This design comes from an exercise in tuning for small area, a short achievable clock period and few clock cycles on the open sky130 flow, not from production work.
Power is estimated from default activity; no workload was simulated.

// simple_cpu
module simple_cpu (
    input clk,
    input rst_n,
    input instr_valid,
    input [15:0] instr,
    output instr_ready,
    input [7:0] mem_rdata,
    input mem_ready,
    output reg mem_req,
    output reg mem_we,
    output [7:0] mem_addr,
    output [7:0] mem_wdata,
    output reg done,
    output reg [3:0] flags   
);
Settings: LEC_CHECK=0, ABC_AREA=1, CAP_MARGIN=20, CORE_MARGIN=2, CORE_UTILIZATION=40, SETUP_SLACK_MARGIN=2.4, SLEW_MARGIN=20; clock period 5.0 ns.
standard.sh (not shown) runs the stock make flow with config.mk's settings and CLKGATE_MAP_FILE= SYNTH_SCRIPT=/design/flow/synth_recipe.tcl, a recipe that flattens the netlist after the stock synthesis.
==> flow/flow/run.sh <==
#!/bin/bash
# Standard layout, with plain buf_1 cells as the port buffers and resizing not
# held to each cell's footprint.
set -euo pipefail
bash standard.sh "BUFFER_PORTS_ARGS=-buffer_cell sky130_fd_sc_hd__buf_1" MATCH_CELL_FOOTPRINT=0 finish > make_finish.log 2>&1
Next try:
SETUP_SLACK_MARGIN = 2.5   (was 2.4)
The new run passed the timing, design-rule and antenna checks.
Combinational power barely changes.
Global-route usage decreases by 0.19 points.
Synthesized area is unchanged.
Cell count hardly moves.
Worst hold slack stays flat.
Sequential share of layout area stays flat.
Clock-buffer cell count decreases by 3.
No run of this note included a check of the RTL's function; only the layout flow was run.

lane 1:
simple_cpu, a different RTL version from the one above (not shown whole).
For scale: about 100 flip-flops, about 7200 um^2 of cells after synthesis.
==> flow/design.v (excerpt) <==
module simple_cpu (
    input clk,
    input rst_n,
    input instr_valid,
    input [15:0] instr,
    output instr_ready,
    input [7:0] mem_rdata,
    input mem_ready,
    output mem_req,
    output mem_we,
    output [7:0] mem_addr,
    output [7:0] mem_wdata,
    output reg done,
    output reg [3:0] flags   
);
  reg [7:0] regfile[0:7];
  reg x_alu;   
  reg x_ld;   
  reg x_st;   
  reg [2:0] x_rd;
  reg [2:0] x_rs;
  reg [3:0] x_imm;
  reg c_add, c_sub, c_and, c_or, c_xor, c_shl, c_shr;
  reg [7:0] opa;   
  reg [7:0] opb;   
  integer i;
  wire m_pend = x_ld | x_st;
  wire stall = m_pend & ~mem_ready;
  assign instr_ready = ~stall;
  wire accept = instr_valid & instr_ready;
  assign mem_req = m_pend;
  assign mem_we = x_st;
  assign mem_addr = opb + {4'h0, x_imm};
  assign mem_wdata = opa;
  wire [7:0] sum = opa + (opb ^ {8{c_sub}}) + {7'h0, c_sub};
  wire [7:0] shl = opa << opb[2:0];
  wire [7:0] shr = opa >> opb[2:0];
  wire [7:0] alu_res = ({8{c_add}} & sum) | ({8{c_and}} & (opa & opb)) |
                       ({8{c_or}} & (opa | opb)) | ({8{c_xor}} & (opa ^ opb)) |
                       ({8{c_shl}} & shl) | ({8{c_shr}} & shr);
  wire wr_en = x_alu | (x_ld & mem_ready);
  wire [7:0] wr_val = x_ld ? mem_rdata : alu_res;
  wire [3:0] i_op = instr[15:12];
  wire [2:0] i_rd = instr[11:9];
  wire [2:0] i_rs = instr[7:5];
  wire [3:0] i_imm = instr[3:0];
  wire i_alu = (i_op >= 4'h1) && (i_op <= 4'h8);
  wire i_immop = (i_op == 4'h6) || (i_op == 4'h7) || (i_op == 4'h8);
  wire [2:0] ra = stall ? x_rd : i_rd;
  wire [2:0] rb = stall ? x_rs : i_rs;
  wire fwd_a = wr_en && (x_rd == i_rd);
  wire fwd_b = wr_en && (x_rd == i_rs);
  always @(posedge clk) begin
    c_add <= (i_op == 4'h1) || (i_op == 4'h2) || (i_op == 4'h6);
    c_sub <= (i_op == 4'h2);
    c_and <= (i_op == 4'h3);
    c_or  <= (i_op == 4'h4);
    c_xor <= (i_op == 4'h5);
    c_shl <= (i_op == 4'h7) && !i_imm[3];
    c_shr <= (i_op == 4'h8) && !i_imm[3];
    opa   <= fwd_a ? wr_val : regfile[ra];
    opb   <= (i_immop && !stall) ? {4'h0, i_imm} : (fwd_b ? wr_val : regfile[rb]);
    if (instr_ready) begin
      x_rd  <= i_rd;
      x_rs  <= i_rs;
      x_imm <= i_imm;
    end
  end
  ...
==> flow/config.mk <==
export PLATFORM = sky130hd
export DESIGN_NAME = simple_cpu
export DESIGN_NICKNAME = simple_cpu
export VERILOG_FILES = /design/flow/design.v
export SDC_FILE = /design/flow/constraint.sdc
export NUM_CORES = 4
export LEC_CHECK = 0
export ABC_AREA = 1
export CAP_MARGIN = 20
export CORE_MARGIN = 2
export CORE_UTILIZATION = 40
export SETUP_SLACK_MARGIN = 2.8
export SLEW_MARGIN = 20
==> flow/constraint.sdc <==
create_clock -name core_clock -period 5.0 [get_ports {clk}]
set_input_delay 1.0000 -clock core_clock [delete_from_list [all_inputs] [get_ports {clk}]]
set_output_delay 1.0000 -clock core_clock [all_outputs]
set_load 0.01 [all_outputs]
run.sh (not shown) runs the stock make flow with config.mk's settings and CLKGATE_MAP_FILE= SYNTH_SCRIPT=/design/flow/synth_recipe.tcl, a recipe that flattens the netlist after the stock synthesis.
Stock flow here: none of the scripts above is used.
Lane 1 completed every stage of the flow, and the final layout passed the timing, design-rule and antenna checks.
Setup changes, lane 1 to lane 2
-- flow/config.mk --
<<< lane 1, line 8
export ABC_AREA = 1
export CAP_MARGIN = 20
>>> lane 2, line 8
export ABC_AREA = 1
export ABC_CLOCK_PERIOD_IN_PS = 2000
export CAP_MARGIN = 20
Lane 2 and lane 1 ended up with nearly the same net switching component of the power. Diff lane 1..lane 2 | number of stages on the worst hold path | unchanged. Cell internal power dissipation came out exactly the same in lane 2 and lane 1. Flip-flop and latch count came out exactly the same in lane 2 and lane 1. Clock group share of total power delta (lane 1 -> lane 2): insignificant. Taking lane 1 as the reference, in lane 2 number of filler cells placed in the layout comparable, aggregate negative setup slack comparable, count of buffer and inverter cells on the critical path comparable, routed wire length comparable, length of routed met3 wiring comparable.
No functional check of the RTL was part of any run of this note.

[port drivers added, routing unchanged]
How much do the figures lean on ideal ports? The routed layouts below were timed once more, with nothing changed but the port constraints. Step 1 (the two cells are an assumption about what drives the block):
set clk [get_ports {clk}]
set_driving_cell -lib_cell sky130_fd_sc_hd__clkbuf_16 $clk
set_driving_cell -lib_cell sky130_fd_sc_hd__buf_2 [delete_from_list [all_inputs] $clk]
Step 2 moves the port delays by t, midway between the first and last clock arrival at a register: inputs arrive t later, outputs are due t later. That takes back most of the time a late clock gives input paths. Slacks: no drivers / after step 1 / after step 2; pairs: no drivers / after step 1.
| run | t (ns) | setup WS [ns] | clock arrival spread, ns | pins driven straight from the clock port |
|---|---|---|---|---|
| the first run of note 1 | 0.396 | 2.049 / 2.009 / 2.234 | 0.005 / 0.004 | 1 |
| the second run of note 1 | 0.400 | 2.071 / 2.028 / 2.311 | 0.009 / 0.010 | 1 |
| lane 1 | 0.400 | 2.122 / 2.078 / 2.148 | 0.010 / 0.011 | 1 |
| lane 2 | 0.400 | 2.122 / 2.078 / 2.148 | 0.010 / 0.011 | 1 |
After both steps every run listed still meets setup and hold.
